This is an optimization exercise on Yosys and OpenROAD, whose aim is small area, a short achievable clock period and few clock cycles per item, not a production implementation. Function was checked by simulation only, so behaviour that the tests miss may differ from the original.

==> 04-28 <==
Design ntt_core, start of the top module:
module ntt_core #(
    parameter WIDTH = 24
)(
    input  wire          clk,
    input  wire          rst_n,
    input  wire          start,
    output reg           done,
    output reg  [7:0]    ram_addr_a,
    output reg           ram_we_a,
    output wire [WIDTH-1:0] ram_wdata_a,
    input  wire [WIDTH-1:0] ram_rdata_a,
    output reg  [7:0]    ram_addr_b,
    output reg           ram_we_b,
    output wire [WIDTH-1:0] ram_wdata_b,
    input  wire [WIDTH-1:0] ram_rdata_b
);
    localparam [22:0] Q = 23'd8380417;
    localparam [10:0] LAST    = 11'd1035;    
    localparam [1:0] S_IDLE = 2'd0, S_RUN = 2'd1, S_DONE = 2'd2;
    reg [1:0]  state;
    function [7:0] arr(input [7:0] G, input [1:0] t);
        reg [5:0] n;
        begin
            n = G[5:0];
            case (G[7:6])
                2'd0: arr = {t, n};
                2'd1: arr = {n[5], n[4], t, n[3], n[0], n[2], n[1]};
                2'd2: arr = {n[5], n[4], n[3], n[0], t, n[2], n[1]};
                default: arr = {n[5], n[0], n[4], n[3], n[2], n[1], t};
            endcase
        end
    endfunction
    function [7:0] maddr(input [2:0] s, input [7:0] j);
        begin
            case (s)
                3'd0: maddr = j;
                3'd1: maddr = {j[6], j[0], j[5], j[4], j[3], j[2], j[1], j[7]};
                3'd2: maddr = {j[6], j[0], j[4], j[2], j[3], j[5], j[1], j[7]};
                3'd3: maddr = {j[6], j[0], j[2], j[3], j[4], j[5], j[1], j[7]};
                default: maddr = {j[0], j[1], j[2], j[3], j[4], j[5], j[6], j[7]};
            endcase
        end
    endfunction
    function [7:0] zk1(input [7:0] G);
  ...
export LEC_CHECK = 0
export CAP_MARGIN = 20
export CORE_MARGIN = 2
export CORE_UTILIZATION = 55
export CTS_BUF_LIST = sky130_fd_sc_hd__clkbuf_8
export PLACE_DENSITY = 0.7
export SLEW_MARGIN = 20
export TNS_END_PERCENT = 10
create_clock -name core_clock -period 10.0 [get_ports {clk}]
standard.sh (not shown) runs the stock make flow with config.mk's settings and CLKGATE_MAP_FILE= SYNTH_SCRIPT=/design/flow/synth_recipe.tcl, a recipe that flattens the netlist after the stock synthesis.
==> flow/flow/run.sh <==
#!/bin/bash
# The standard layout (the standard.sh: standard synthesis, floorplan, place,
# CTS, route, finish), with the repair steps aiming at a setup slack margin of
# 6.5 ns instead of 0, so that they also work on paths shorter than the clock
# period. The constraints (constraint.sdc) are unchanged.
set -euo pipefail
bash standard.sh SETUP_SLACK_MARGIN=6.5 finish > standard.log 2>&1
==> 11-09 (differences from 04-28) <==
CORE_UTILIZATION = 40   (was 55)
CTS_BUF_LIST = not set   (was sky130_fd_sc_hd__clkbuf_8)
PLACE_DENSITY = 0.6   (was 0.7)
==> 11-21 (differences from 04-28) <==
--- a/flow/design.v
+++ b/flow/design.v
@@ -34,17 +34,17 @@
     wire [WIDTH+1:0] cor = cs + {cc[WIDTH:0], 1'b1};     
     assign res = dif[WIDTH+1] ? cor[WIDTH-1:0] : dif[WIDTH-1:0];
 endmodule
 `timescale 1ns / 1ps
 module g1_rom(
     input  wire        clk,
     input  wire [7:0]  k,
-    output reg  [35:0] bd
+    output reg  [39:0] bd
 );
-    wire [22:0] z =
+    wire [22:0] zt =
         k[7] ?
             k[6] ?
                 k[5] ?
                     k[4] ?
                         (k[3] ? (k[2] ? (k[1] ? (k[0] ? 23'd822261 : 23'd5399788) : (k[0] ? 23'd6680880 : 23'd891563)) : (k[1] ? (k[0] ? 23'd4727692 : 23'd2913410) : (k[0] ? 23'd3477672 : 23'd7069894))) : (k[2] ? (k[1] ? (k[0] ? 23'd1417091 : 23'd7696111) : (k[0] ? 23'd8296669 : 23'd5974679)) : (k[1] ? (k[0] ? 23'd4038431 : 23'd572058) : (k[0] ? 23'd1321441 : 23'd2547668))))
                       :
                         (k[3] ? (k[2] ? (k[1] ? (k[0] ? 23'd598128 : 23'd621475) : (k[0] ? 23'd7543492 : 23'd5889224)) : (k[1] ? (k[0] ? 23'd6681876 : 23'd5528863) : (k[0] ? 23'd4979239 : 23'd3059983))) : (k[2] ? (k[1] ? (k[0] ? 23'd8152187 : 23'd412555) : (k[0] ? 23'd194510 : 23'd4341843)) : (k[1] ? (k[0] ? 23'd1048079 : 23'd3854033) : (k[0] ? 23'd3264115 : 23'd3202193))))
@@ -83,78 +83,81 @@
                       :
                         (k[3] ? (k[2] ? (k[1] ? (k[0] ? 23'd2666931 : 23'd5831596) : (k[0] ? 23'd7119494 : 23'd6914)) : (k[1] ? (k[0] ? 23'd7310896 : 23'd5932198) : (k[0] ? 23'd6344840 : 23'd2005723))) : (k[2] ? (k[1] ? (k[0] ? 23'd5523664 : 23'd715236) : (k[0] ? 23'd7653209 : 23'd4137859)) : (k[1] ? (k[0] ? 23'd5162816 : 23'd5030987) : (k[0] ? 23'd7856828 : 23'd6699798))))
                   :
                     k[4] ?
                         (k[3] ? (k[2] ? (k[1] ? (k[0] ? 23'd966259 : 23'd8371882) : (k[0] ? 23'd7823867 : 23'd7516345)) : (k[1] ? (k[0] ? 23'd5886079 : 23'd4334787) : (k[0] ? 23'd4591870 : 23'd683319))) : (k[2] ? (k[1] ? (k[0] ? 23'd2172826 : 23'd2493053) : (k[0] ? 23'd5759350 : 23'd1832143)) : (k[1] ? (k[0] ? 23'd1971164 : 23'd1503747) : (k[0] ? 23'd6549201 : 23'd6945356))))
                       :
                         (k[3] ? (k[2] ? (k[1] ? (k[0] ? 23'd3557091 : 23'd7191630) : (k[0] ? 23'd4037262 : 23'd6471454)) : (k[1] ? (k[0] ? 23'd6297595 : 23'd5548051) : (k[0] ? 23'd3490981 : 23'd7680160))) : (k[2] ? (k[1] ? (k[0] ? 23'd7792080 : 23'd3533777) : (k[0] ? 23'd3795857 : 23'd7267856)) : (k[1] ? (k[0] ? 23'd4140091 : 23'd4152377) : (k[0] ? 23'd4337571 : 23'd8191))));
+    reg  [22:0] z;
+    always @(posedge clk) z <= zt;
     wire [24:0] bx = {1'b0, z, 1'b0};
     integer i;
-    reg [35:0] enc;
+    reg [39:0] enc;
+    reg [2:0]  y;
     always @(*) begin
-        for (i = 0; i < 12; i = i + 1) begin
-            enc[i]    = bx[2*i+1] ^ bx[2*i];
-            enc[12+i] = (bx[2*i+2] & ~bx[2*i+1] & ~bx[2*i]) | (~bx[2*i+2] & bx[2*i+1] & bx[2*i]);
-            enc[24+i] = bx[2*i+2];
+        for (i = 0; i < 8; i = i + 1) begin
+            y = {bx[3*i+2], bx[3*i+1], bx[3*i]} ^ {3{bx[3*i+3]}};
+            enc[i]    = ~y[2] & (y[1] ^ y[0]);
+            enc[8+i]  = (~y[2] & y[1] & y[0]) | (y[2] & ~y[1] & ~y[0]);
+            enc[16+i] = y[2] & (y[1] ^ y[0]);
+            enc[24+i] = y[2] & y[1] & y[0];
+            enc[32+i] = bx[3*i+3];
         end
     end
     always @(posedge clk) bd <= enc;
 endmodule
 `timescale 1ns / 1ps
 module mont_mul (
     input  wire        clk,
     input  wire [22:0] a,
-    input  wire [35:0] bd,       
+    input  wire [24:0] a3,       
+    input  wire [39:0] bd,       
     output reg  [22:0] res
 );
     localparam [23:0] Q = 24'd8380417;
-    localparam [45:0] K = 46'h2AAAAB000000;
-    wire [45:0] row [0:12];
-    wire [11:0] neg;
+    localparam [45:0] K = 46'h36DB6E000000;
+    wire [45:0] row [0:8];
+    wire [7:0]  neg = bd[39:32];
     genvar i;
     generate
-        for (i = 0; i < 12; i = i + 1) begin : g_pp
-            wire one = bd[i];
-            wire two = bd[12+i];
-            wire [23:0] mag = ({24{one}} & {1'b0, a}) | ({24{two}} & {a, 1'b0});
-            wire [23:0] y = mag ^ {24{neg[i]}};
-            wire [24:0] r = {~neg[i], y};
-            assign neg[i] = bd[24+i];
+        for (i = 0; i < 8; i = i + 1) begin : g_pp
+            wire [24:0] mag = ({25{bd[i]}}    & {2'b0, a})       |
+                              ({25{bd[8+i]}}  & {1'b0, a, 1'b0}) |
+                              ({25{bd[16+i]}} & a3)              |
+                              ({25{bd[24+i]}} & {a, 2'b0});
+            wire [24:0] y = mag ^ {25{neg[i]}};
+            wire [25:0] r = {~neg[i], y};
             if (i == 0) begin : g_r0
-                assign row[i] = {21'd0, r};
+                assign row[i] = {20'd0, r};
             end else begin : g_ri
-                wire [46+2*i:0] sh = {21'd0, r, 1'b0, neg[i-1], {(2*i-2){1'b0}}};
+                wire [46+3*i:0] sh = {20'd0, r, 2'b0, neg[i-1], {(3*i-3){1'b0}}};
                 assign row[i] = sh[45:0];
             end
         end
     endgenerate
-    assign row[12] = K | ({45'd0, neg[11]} << 22);
+    assign row[8] = K | ({45'd0, neg[7]} << 21);
     function [91:0] csa(input [45:0] x, input [45:0] y, input [45:0] z);
         reg [45:0] s, c;
         begin
             s = x ^ y ^ z;
             c = (x & y) | (x & z) | (y & z);
             csa = {s, c[44:0], 1'b0};
         end
     endfunction
     wire [91:0] l1a = csa(row[0], row[1], row[2]);
     wire [91:0] l1b = csa(row[3], row[4], row[5]);
     wire [91:0] l1c = csa(row[6], row[7], row[8]);
-    wire [91:0] l1d = csa(row[9], row[10], row[11]);
     wire [91:0] l2a = csa(l1a[91:46], l1a[45:0], l1b[91:46]);
     wire [91:0] l2b = csa(l1b[45:0], l1c[91:46], l1c[45:0]);
-    wire [91:0] l2c = csa(l1d[91:46], l1d[45:0], row[12]);
     wire [91:0] l3a = csa(l2a[91:46], l2a[45:0], l2b[91:46]);
-    wire [91:0] l3b = csa(l2b[45:0], l2c[91:46], l2c[45:0]);
-    wire [91:0] l4a = csa(l3a[91:46], l3a[45:0], l3b[91:46]);
-    wire [91:0] l5a = csa(l4a[91:46], l4a[45:0], l3b[45:0]);
+    wire [91:0] l4a = csa(l3a[91:46], l3a[45:0], l2b[45:0]);
     reg [45:0] ps, pc;
     always @(posedge clk) begin
-        ps <= l5a[91:46];
-        pc <= l5a[45:0];
+        ps <= l4a[91:46];
+        pc <= l4a[45:0];
     end
     wire [45:0] p   = ps + pc;
     wire [22:0] lo  = p[22:0];
     wire [10:0] shc = {1'b0, lo[22:13]} + {1'b0, lo[9:0]};
     reg [22:0] hi_r, s_r;
     reg        e_r;
     always @(posedge clk) begin
@@ -263,85 +266,90 @@
         jA <= arr(xg[7:0], tA);
         jB <= arr(xg[7:0], tB);
         js <= xph[1] ? {1'b0, kq3[7:6]} + 3'd1 : {1'b0, xg[7:6]};    
     end
     always @(posedge clk or negedge rst_n) begin
         if (!rst_n) begin
             state <= S_IDLE;
-            cx    <= 11'd2;
+            cx    <= 11'd3;
             kq0   <= 9'd0;
             done  <= 1'b0;
         end else begin
             case (state)
                 S_IDLE: begin
                     done <= 1'b0;
-                    cx   <= 11'd2;
+                    cx   <= 11'd3;
                     kq0  <= 9'd0;
                     if (start) state <= S_RUN;
                 end
                 S_RUN: begin
                     cx <= cx + 11'd1;
                     if (cx[1:0] == 2'd3) begin
                         kq0 <= kq0 + 9'd1;
                     end
                     if (cx == LAST + 11'd2) begin
                         state <= S_DONE;
                         done  <= 1'b1;
                     end
                 end
                 default: begin
-                    cx   <= 11'd2;
+                    cx   <= 11'd3;
                     kq0  <= 9'd0;
                     if (!start) begin
                         state <= S_IDLE;
                         done  <= 1'b0;
                     end
                 end
             endcase
         end
     end
-    wire [7:0]  z1k  = zk1(xph[1] ? kq2[7:0] : kq1[7:0]);
+    wire [1:0]  zph  = xph + 2'd1;
+    wire [8:0]  zg   = (xph == 2'd3) ? kq0 : (xph == 2'd0) ? kq1 : kq2;
+    wire [7:0]  z1k  = zk1(zg[7:0]);
     reg  [7:0]  zidx;
-    always @(posedge clk) zidx <= xph[1] ? {z1k[6:0], xph[0]} : z1k;
-    wire [35:0] zbd;
+    always @(posedge clk) zidx <= zph[1] ? {z1k[6:0], zph[0]} : z1k;
+    wire [39:0] zbd;
     g1_rom u_rom (.clk(clk), .k(zidx), .bd(zbd));
     reg [3:0] ph;
     always @(posedge clk or negedge rst_n) begin
         if (!rst_n)
             ph <= 4'b0001;
         else if (state != S_RUN)
-            ph <= 4'b0001;
+            ph <= 4'b0010;
         else
             ph <= {ph[2:0], ph[3]};
     end
     reg [22:0] rA, rB, dB;
     reg [22:0] H3, H0a, H2a, H2b;
     reg [22:0] mop, bu;
+    reg [24:0] mop3;
     reg [22:0] wdA, wdB;
     assign ram_wdata_a = {1'b0, wdA};
     assign ram_wdata_b = {1'b0, wdB};
     always @(posedge clk) begin
         rA <= ram_rdata_a[22:0];
         rB <= ram_rdata_b[22:0];
         dB <= rB;
         H3 <= wdB;
         if (ph[0]) begin
             H0a <= wdA;
             H2a <= wdB;
             H2b <= H2a;
         end
     end
+    wire [22:0] mopn = ({23{ph[3]}} & rA) | ({23{ph[0]}} & dB) |
+                       ({23{ph[1]}} & wdA) | ({23{ph[2]}} & H3);
     always @(posedge clk) begin
-        mop <= ({23{ph[3]}} & rA) | ({23{ph[0]}} & dB) |
-               ({23{ph[1]}} & wdA) | ({23{ph[2]}} & H3);
+        mop  <= mopn;
+        mop3 <= {2'b0, mopn} + {1'b0, mopn, 1'b0};
         bu  <= ({23{ph[3]}} & dB) | ({23{ph[0]}} & H0a) |
                ({23{ph[1]}} & H2b) | ({23{ph[2]}} & rA);
     end
     wire [22:0] mp;
-    mont_mul u_mul (.clk(clk), .a(mop), .bd(zbd), .res(mp));
+    mont_mul u_mul (.clk(clk), .a(mop), .a3(mop3), .bd(zbd), .res(mp));
     wire [22:0] bsum, bdif;
     mod_add #(.WIDTH(23)) u_add (.a(bu), .b(mp), .q(Q), .res(bsum));
     mod_sub #(.WIDTH(23)) u_sub (.a(bu), .b(mp), .q(Q), .res(bdif));
     always @(posedge clk) begin
         wdA <= bsum;
         wdB <= bdif;
     end
==> flow/flow/run.sh (replaced) <==
#!/bin/bash
# The standard layout (the standard.sh: standard synthesis, floorplan, place,
# CTS, route, finish) with two changes to how it is made:
#  - the repair steps aim at a setup slack margin of 6.5 ns instead of 0, so that
#    they also work on paths shorter than the clock period;
#  - the port buffers that the standard flow inserts are buf_2 cells.
# The constraints (constraint.sdc) are unchanged.
set -euo pipefail
bash standard.sh SETUP_SLACK_MARGIN=6.5 "BUFFER_PORTS_ARGS=-buffer_cell sky130_fd_sc_hd__buf_2" finish > standard.log 2>&1
CORE_UTILIZATION = 40   (was 55)
CTS_BUF_LIST = not set   (was sky130_fd_sc_hd__clkbuf_8)
PLACE_DENSITY = 0.6   (was 0.7)
==> summary of the runs <==
11-21 went through all stages and came out clean. 11-09 completed with no timing, DRC or antenna violations. 04-28 passed the timing, DRC and antenna checks.
Hold slack: 11-09 > 11-21 > 04-28.
Between 04-28 and 11-21, the lower synthesized cell count is in 04-28 (gap about 2.5%, measured against 11-21).
Die area: 11-21 > 11-09 > 04-28.
Clock-buffer cell count, highest first: 04-28, 11-21, 11-09.
Global-route usage, highest first: 04-28, 11-21, 11-09.
Worst setup slack, lowest first: 11-21, 04-28, 11-09.
==> figures <==
Run status: 04-28 finished clean; 11-09 finished clean; 11-21 finished clean
Clock buffer count in the final layout: 04-28 101; 11-09 74; 11-21 84
Synth Instances: 04-28 5029; 11-09 5029; 11-21 5159
Combined area of the multi-input logic cells: 04-28 31000 um^2; 11-09 31300 um^2; 11-21 30400 um^2
Register fraction of the total cell area: 04-28 0.221; 11-09 0.216; 11-21 0.244
DRC marker count from the first detailed-route iteration: 04-28 5067; 11-09 5114; 11-21 5020
Met2 wire len: 04-28 67400 um; 11-09 71100 um; 11-21 74000 um
Xor and xnor fraction of the mapped netlist area: 04-28 0.0910; 11-09 0.0910; 11-21 0.0791
Fraction of the mapped netlist area in adder cells: 04-28 0.229; 11-09 0.229; 11-21 0.185
WP data arrival: 04-28 4.31 ns; 11-09 1.71 ns; 11-21 4.29 ns
Global-route track usage on met2: 04-28 0.551; 11-09 0.409; 11-21 0.441
Number of antenna violations at the first check in global routing: 04-28 5; 11-09 9; 11-21 7
Mapped Area: 04-28 44300 um^2; 11-09 44300 um^2; 11-21 44400 um^2
Multi-input logic cell count: 04-28 3630; 11-09 3630; 11-21 3765
Non-clock buffer contribution to total cell area: 04-28 0.0692; 11-09 0.0762; 11-21 0.0368
Met1 routed wirelength after detailed routing: 04-28 61400 um; 11-09 66800 um; 11-21 71900 um
Testbench counts of 04-28, summed over its fixed seeds: cycles 24,912, transforms 24.
Testbench counts of 11-09, summed over its fixed seeds: cycles 24,912, transforms 24.
Testbench counts of 11-21, summed over its fixed seeds: cycles 24,888, transforms 24.

## re-timing with driven ports
How much do the figures lean on ideal ports? The routed layouts below were timed once more, with nothing changed but the port constraints. Step 1 (the two cells are an assumption about what drives the block):
set clk [get_ports {clk}]
set_driving_cell -lib_cell sky130_fd_sc_hd__clkbuf_16 $clk
set_driving_cell -lib_cell sky130_fd_sc_hd__buf_2 [delete_from_list [all_inputs] $clk]
Step 2, shift: input delay + t, output delay - t, t = (earliest + latest rising clock arrival at the registers) / 2. This alone moves slack from input paths to output paths. Slacks: ideal / step 1 / step 2; pairs: ideal / step 1.
run | shift t [ns] | setup slack, ns | clock arrival spread, ns | slew at the worst register clock pin (ns) | cell pins on the clock port's net
04-28 | 0.746 | 6.232 / 6.189 / 6.232 | 0.056 / 0.056 | 0.08 / 0.08 | 1
11-09 | 0.708 | 6.286 / 6.207 / 6.306 | 0.028 / 0.027 | 0.08 / 0.08 | 1
11-21 | 0.724 | 6.185 / 6.185 / 6.185 | 0.069 / 0.069 | 0.07 / 0.07 | 1
After both steps setup and hold are still met in every run listed.
